Context: an optimization exercise on an open-source flow, tuned for small area, a short achievable clock period and few clock cycles per item. The choices shown serve that exercise and are no tape-out recipe.
Function was checked by simulation only, so behaviour that the tests miss may differ from the original.
Power is estimated from default activity; no workload was simulated.

## Booth_v1
module Booth_v1 #(parameter WIDTH=32)(clk, rst, start, multiplier, multiplicand, product, done);
    input clk, rst, start;
    input [WIDTH-1:0] multiplier, multiplicand;
    output [2*WIDTH-1:0] product;
    output reg done;
    wire [31:0] x = multiplicand;
    wire [31:0] y = multiplier;
    wire [63:0] p;
    wire one0 = y[0] ^ 1'b0;
    wire two0 = (y[1] & ~y[0] & ~1'b0) | (~y[1] & y[0] & 1'b0);
    wire neg0 = y[1];
    wire [32:0] pp0;
    assign pp0[0] = ((one0 & x[0]) | (two0 & 1'b0)) ^ neg0;
    assign pp0[1] = ((one0 & x[1]) | (two0 & x[0])) ^ neg0;
    assign pp0[2] = ((one0 & x[2]) | (two0 & x[1])) ^ neg0;
    assign pp0[3] = ((one0 & x[3]) | (two0 & x[2])) ^ neg0;
    assign pp0[4] = ((one0 & x[4]) | (two0 & x[3])) ^ neg0;
    assign pp0[5] = ((one0 & x[5]) | (two0 & x[4])) ^ neg0;
    assign pp0[6] = ((one0 & x[6]) | (two0 & x[5])) ^ neg0;
    assign pp0[7] = ((one0 & x[7]) | (two0 & x[6])) ^ neg0;
    assign pp0[8] = ((one0 & x[8]) | (two0 & x[7])) ^ neg0;
    assign pp0[9] = ((one0 & x[9]) | (two0 & x[8])) ^ neg0;
    assign pp0[10] = ((one0 & x[10]) | (two0 & x[9])) ^ neg0;
    assign pp0[11] = ((one0 & x[11]) | (two0 & x[10])) ^ neg0;
    assign pp0[12] = ((one0 & x[12]) | (two0 & x[11])) ^ neg0;
    assign pp0[13] = ((one0 & x[13]) | (two0 & x[12])) ^ neg0;
    assign pp0[14] = ((one0 & x[14]) | (two0 & x[13])) ^ neg0;
    assign pp0[15] = ((one0 & x[15]) | (two0 & x[14])) ^ neg0;
    assign pp0[16] = ((one0 & x[16]) | (two0 & x[15])) ^ neg0;
    assign pp0[17] = ((one0 & x[17]) | (two0 & x[16])) ^ neg0;
    assign pp0[18] = ((one0 & x[18]) | (two0 & x[17])) ^ neg0;
    assign pp0[19] = ((one0 & x[19]) | (two0 & x[18])) ^ neg0;
    assign pp0[20] = ((one0 & x[20]) | (two0 & x[19])) ^ neg0;
    assign pp0[21] = ((one0 & x[21]) | (two0 & x[20])) ^ neg0;
    assign pp0[22] = ((one0 & x[22]) | (two0 & x[21])) ^ neg0;
    assign pp0[23] = ((one0 & x[23]) | (two0 & x[22])) ^ neg0;
    assign pp0[24] = ((one0 & x[24]) | (two0 & x[23])) ^ neg0;
    assign pp0[25] = ((one0 & x[25]) | (two0 & x[24])) ^ neg0;
    assign pp0[26] = ((one0 & x[26]) | (two0 & x[25])) ^ neg0;
  ...
For scale: ~110 flip-flops, about 130 I/O pins, roughly 25,000 sq um of cells after synthesis.
clock: 5.0 ns
lec_check: 0
abc_area: 1
cap_margin: 20
core_margin: 2
core_utilization: 50
setup_slack_margin: 0.25
slew_margin: 20
synth_hierarchical: 1
standard.sh (not shown) runs the stock make flow with config.mk's settings and CLKGATE_MAP_FILE= SYNTH_SCRIPT=/design/flow/synth_recipe.tcl, a recipe that flattens the netlist after the stock synthesis.
==> flow/flow/run.sh <==
#!/bin/bash
# Standard layout, except that the port buffers are sky130_fd_sc_hd__buf_2 instead of the
# delay buffer buffer_ports picks by default, and that timing-driven global placement does not
# keep its trial buffering (GPL_KEEP_OVERFLOW=0); the later repair steps buffer and size as
# needed. Full tool output goes to standard.log; ORFS's own logs are under orfs/logs.
set -euo pipefail
export BUFFER_PORTS_ARGS="-buffer_cell sky130_fd_sc_hd__buf_2"
export GPL_KEEP_OVERFLOW=0
bash standard.sh > standard.log 2>&1
Testbench counts at the start, summed over its fixed seeds: cycles 2,400, items 2,400.
Rerun with:
==> flow/flow/run.sh (replaced) <==
#!/bin/bash
# Standard layout, except that the port buffers are sky130_fd_sc_hd__buf_2 instead of the
# delay buffer buffer_ports picks by default. Full tool output goes to standard.log.
set -euo pipefail
export BUFFER_PORTS_ARGS="-buffer_cell sky130_fd_sc_hd__buf_2"
bash standard.sh > standard.log 2>&1
--- a/flow/config.mk
+++ b/flow/config.mk
@@ -12 +12 @@
-export SETUP_SLACK_MARGIN = 0.25
+export SETUP_SLACK_MARGIN = 0.35
=>
- synthesized cell count does not change
- combinational power goes up by about 4%
- total power rose by about 3.4%
Rerun with:
--- a/flow/config.mk
+++ b/flow/config.mk
@@ -11,2 +11,2 @@
-export CORE_UTILIZATION = 50
-export SETUP_SLACK_MARGIN = 0.35
+export CORE_UTILIZATION = 65
+export SETUP_SLACK_MARGIN = 0.25
Result:
- combinational power came out lower by about 3%
- global-route usage is higher by 8.6 points
- non-clock buffer count drops by 21
- sequential power barely changes
- via count grows by 1.9%
- cell area came out lower by 2.6%
- synthesized area is unchanged
- die area goes down by 23%
- final cell count goes down by 5.3%
Rerun with:
==> flow/flow/run.sh (replaced) <==
#!/bin/bash
# Standard layout, except that the port buffers are sky130_fd_sc_hd__buf_1 instead of the
# delay buffer buffer_ports picks by default. Full tool output goes to standard.log.
set -euo pipefail
export BUFFER_PORTS_ARGS="-buffer_cell sky130_fd_sc_hd__buf_1"
bash standard.sh > standard.log 2>&1
--- a/flow/config.mk
+++ b/flow/config.mk
@@ -11 +11 @@
-export CORE_UTILIZATION = 65
+export CORE_UTILIZATION = 50
=> Global-route usage is lower by 8.5 points. Via count is lower slightly. Routed wire length is higher by a few percent. Count of clock-buffer cells in the layout is lower by 3. Clock skew does not change. Utilization is lower by 16 points.

## v12
Starting RTL as in the previous note.
clock: 5.0 ns
lec_check: 0
abc_area: 1
cap_margin: 20
core_margin: 2
core_utilization: 50
setup_slack_margin: 0.25
slew_margin: 20
synth_hierarchical: 1
==> flow/flow/run.sh <==
#!/bin/bash
# Standard layout, except that the port buffers are sky130_fd_sc_hd__buf_2 instead of the
# delay buffer buffer_ports picks by default. Full tool output goes to standard.log.
set -euo pipefail
export BUFFER_PORTS_ARGS="-buffer_cell sky130_fd_sc_hd__buf_2"
bash standard.sh > standard.log 2>&1
Testbench counts of v12, summed over its fixed seeds: cycles 2,400, items 2,400.
Setup changes, v12 to v15
- a deleted SETUP_SLACK_MARGIN that had been 0.25
diff --git a/flow/flow/run.sh b/flow/flow/run.sh
--- a/flow/flow/run.sh
+++ b/flow/flow/run.sh
@@ -3 +3,3 @@
-# delay buffer buffer_ports picks by default. Full tool output goes to standard.log.
+# delay buffer buffer_ports picks by default, and that global routing's repair step downsizes
+# gates on paths with positive slack (ORFS's RECOVER_POWER). Full tool output goes to
+# standard.log; ORFS's own logs are under orfs/logs.
@@ -5,0 +8 @@
+export RECOVER_POWER=100
Findings:
Worst slack on hold paths: v12 vs v15, no meaningful difference
Every stage of v15 finished as expected; the final checks, on the other hand, flagged max-capacitance violations, max-slew violations, which means the layout fails.
Comparing the two runs side by side, v15 comes out behind v12 on first-iteration DRC count.
v12 -> v15: sequential power flat
In the reports for v15 and v12, the smaller via density per instance belongs to v15.

Booth_v1 again, from the RTL that the note above started with.
export LEC_CHECK = 0
export ABC_AREA = 1
export CAP_MARGIN = 20
export CORE_MARGIN = 2
export CORE_UTILIZATION = 50
export GPL_ROUTABILITY_DRIVEN = 0
export PLACE_DENSITY = 0.8
export SETUP_SLACK_MARGIN = 0.25
export SLEW_MARGIN = 20
export SYNTH_HIERARCHICAL = 1
create_clock -name core_clock -period 5.0 [get_ports {clk}]
==> flow/flow/run.sh <==
#!/bin/bash
# Standard layout, except that the port buffers are sky130_fd_sc_hd__buf_2 instead of the
# delay buffer buffer_ports picks by default. Full tool output goes to standard.log.
set -euo pipefail
export BUFFER_PORTS_ARGS="-buffer_cell sky130_fd_sc_hd__buf_2"
bash standard.sh > standard.log 2>&1
Testbench counts at the start, summed over its fixed seeds: cycles 2,400, items 2,400.
Edit:
==> flow/flow/run.sh (replaced) <==
#!/bin/bash
# Standard layout with two changes:
# - the port buffers are sky130_fd_sc_hd__buf_2 instead of the delay buffer buffer_ports
#   picks by default;
# - synthesis is the standard flow's own script (synth_recipe.tcl, run unchanged), except that Yosys's abc
#   call reads flow/abc_area_noup.script: ORFS's area script without its upsize/dnsize steps,
#   so gate sizing is left to OpenROAD's repair steps, which see the placement.
# Full tool output goes to standard.log; ORFS's own logs are under orfs/logs.
set -euo pipefail
export BUFFER_PORTS_ARGS="-buffer_cell sky130_fd_sc_hd__buf_2"
export MY_ABC_SCRIPT="$PWD/flow/abc_area_noup.script"
{
  echo 'proc abc {args} {'
  echo '  set i [lsearch -exact $args -script]'
  echo '  if {$i >= 0} { lset args [expr {$i + 1}] $::env(MY_ABC_SCRIPT) }'
  echo '  yosys abc {*}$args'
  echo '}'
  cat synth_recipe.tcl
} > flow_synth.tcl
grep -q 'SYNTH_SCRIPT=[^ ]*synth_recipe.tcl' standard.sh
sed "s#SYNTH_SCRIPT=[^ ]*synth_recipe.tcl#SYNTH_SCRIPT=$PWD/flow_synth.tcl#" standard.sh > flow_standard.sh
bash flow_standard.sh > standard.log 2>&1
==> flow/flow/abc_area_noup.script (new file) <==
strash
dch
map -B 0.9
topo
stime -c
buffer -c
Settings changed: GPL_ROUTABILITY_DRIVEN 0 to not set.
Synthesized area increases by about 9%.
Setup slack improved by 42 ps.
Count of clock-buffer cells in the layout shrinks by 1.
Clock power went up by about 6%.
Routed wire length barely changes.
Global-route usage went down by 2.3 points.
Register-to-register slack stays flat.
Power falls by 1.1%.
Non-clock buffer count rises by 43.
Via count shrinks by 1.4%.
Edit:
==> flow/flow/run.sh (replaced) <==
#!/bin/bash
# Standard layout, except that the port buffers are sky130_fd_sc_hd__buf_2 instead of the
# delay buffer buffer_ports picks by default. Full tool output goes to standard.log.
set -euo pipefail
export BUFFER_PORTS_ARGS="-buffer_cell sky130_fd_sc_hd__buf_2"
bash standard.sh > standard.log 2>&1
removed: flow/flow/abc_area_noup.script
Result: Global-route usage is higher by 4.2 points. Wire length is higher by 5.6%. Hold slack improved by 32 ps. Setup slack improved by 56 ps. Die area is lower by 8.5%. Cell area is lower by 0.94%. Core utilization is higher by 4.5 points. Power is higher by 0.55%. Maximum frequency is higher by 1.2%. First-iteration DRC count is lower by 7.9%. Sequential power is higher by about 2%.
Edit:
Settings changed: PLACE_DENSITY 0.8 to not set, SETUP_SLACK_MARGIN 0.25 to not set.
What happened: Worst hold slack is worse by 22 ps; power came out lower by 0.38%; global-route usage came out higher by 0.23 points; clock skew stays the same; worst setup slack is worse by 170 ps; register-to-register slack is better by 30 ps; design area came out higher by 1.1%; synthesized area is unchanged; combinational power barely changes; routed wire length barely changes; sequential share of layout area came out lower by 0.13 points.

Setup of alpha:
Booth_v1 again, from the RTL that the note above started with.
## Booth_v1
module Booth_v1 #(parameter WIDTH=32)(clk, rst, start, multiplier, multiplicand, product, done);
==> flow/config.mk <==
export PLATFORM = sky130hd
export DESIGN_NAME = Booth_v1
export DESIGN_NICKNAME = Booth_v1
export VERILOG_FILES = /design/flow/design.v
export SDC_FILE = /design/flow/constraint.sdc
export NUM_CORES = 4
export LEC_CHECK = 0
export ABC_AREA = 1
export CAP_MARGIN = 0
export CORE_MARGIN = 2
export CORE_UTILIZATION = 50
export SLEW_MARGIN = 0
export SYNTH_HIERARCHICAL = 1
==> flow/constraint.sdc <==
create_clock -name core_clock -period 5.0 [get_ports {clk}]
set_input_delay 1.0000 -clock core_clock [delete_from_list [all_inputs] [get_ports {clk}]]
set_output_delay 1.0000 -clock core_clock [all_outputs]
set_load 0.01 [all_outputs]
==> flow/flow/run.sh <==
#!/bin/bash
# Standard layout, except that the port buffers are sky130_fd_sc_hd__buf_2 instead of the
# delay buffer buffer_ports picks by default. Full tool output goes to standard.log.
set -euo pipefail
export BUFFER_PORTS_ARGS="-buffer_cell sky130_fd_sc_hd__buf_2"
bash standard.sh > standard.log 2>&1
Testbench counts of alpha, summed over its fixed seeds: cycles 2,400, items 2,400.
> inputs changed (alpha -> delta)
Settings: SETUP_SLACK_MARGIN now 0.5, previously not set; SLEW_MARGIN now 20, was 0; CAP_MARGIN now 20, was 0.
Compared with alpha, detailed-routed wire length on met2 in delta increased slightly.
On number of antenna violations at the first check in global routing, the higher figure sits with alpha, not delta.
fa_1 as the cell type of the slowest stage on the worst timing path was reported by alpha, and fa_2 by delta.
Compared alpha against delta; power share of the clock group within noise.
For delta, the highest metal layer with signal wires was met4, unlike alpha, where it was met5.
delta finished end to end and its layout was clean on timing, DRC and antenna.
Switching component of the power, delta vs alpha: up slightly

re-timing with driven ports:
The flow's constraints put no driver on any port. The routed layouts listed below were extracted and timed again, unchanged, in two steps.
Step 1, drivers: a clkbuf_16 drives clk and a buf_2 each remaining input, both assumed.
Step 2 moves the port delays by t, midway between the first and last clock arrival at a register: inputs arrive t later, outputs are due t later. That takes back most of the time a late clock gives input paths.
a / b / c = no drivers / after step 1 / after step 2; a / b = the first two.
| run | t, ns | setup WS [ns] | worst setup path at the end | pins driven straight from the clock port |
|---|---|---|---|---|
| the first run of note 1 | 0.471 | 0.159 / 0.035 / -0.436 | input to register | 1 |
| the second run of note 1 | 0.457 | 0.256 / 0.292 / -0.164 | input to register | 1 |
| the third run of note 1 | 0.454 | 0.264 / 0.293 / -0.160 | input to register | 1 |
| the fourth run of note 1 | 0.469 | 0.226 / 0.262 / -0.206 | input to register | 1 |
| v12 | 0.460 | 0.308 / 0.336 / -0.123 | input to register | 1 |
| v15 | 0.467 | 0.118 / 0.152 / -0.315 | input to register | 1 |
| the first run of note 3 | 0.481 | 0.225 / 0.257 / -0.224 | input to register | 1 |
| the second run of note 3 | 0.473 | 0.268 / 0.288 / -0.184 | input to register | 1 |
| the third run of note 3 | 0.464 | 0.324 / 0.332 / -0.131 | input to register | 1 |
| the fourth run of note 3 | 0.467 | 0.151 / 0.188 / -0.278 | input to register | 1 |
| alpha | 0.467 | 0.151 / 0.188 / -0.278 | input to register | 1 |
| delta | 0.463 | 0.385 / 0.384 / -0.079 | input to register | 1 |
For the first run of note 1, which loses most, drivers alone change the setup slack by -0.124 ns; drivers and shift together by -0.595 ns.
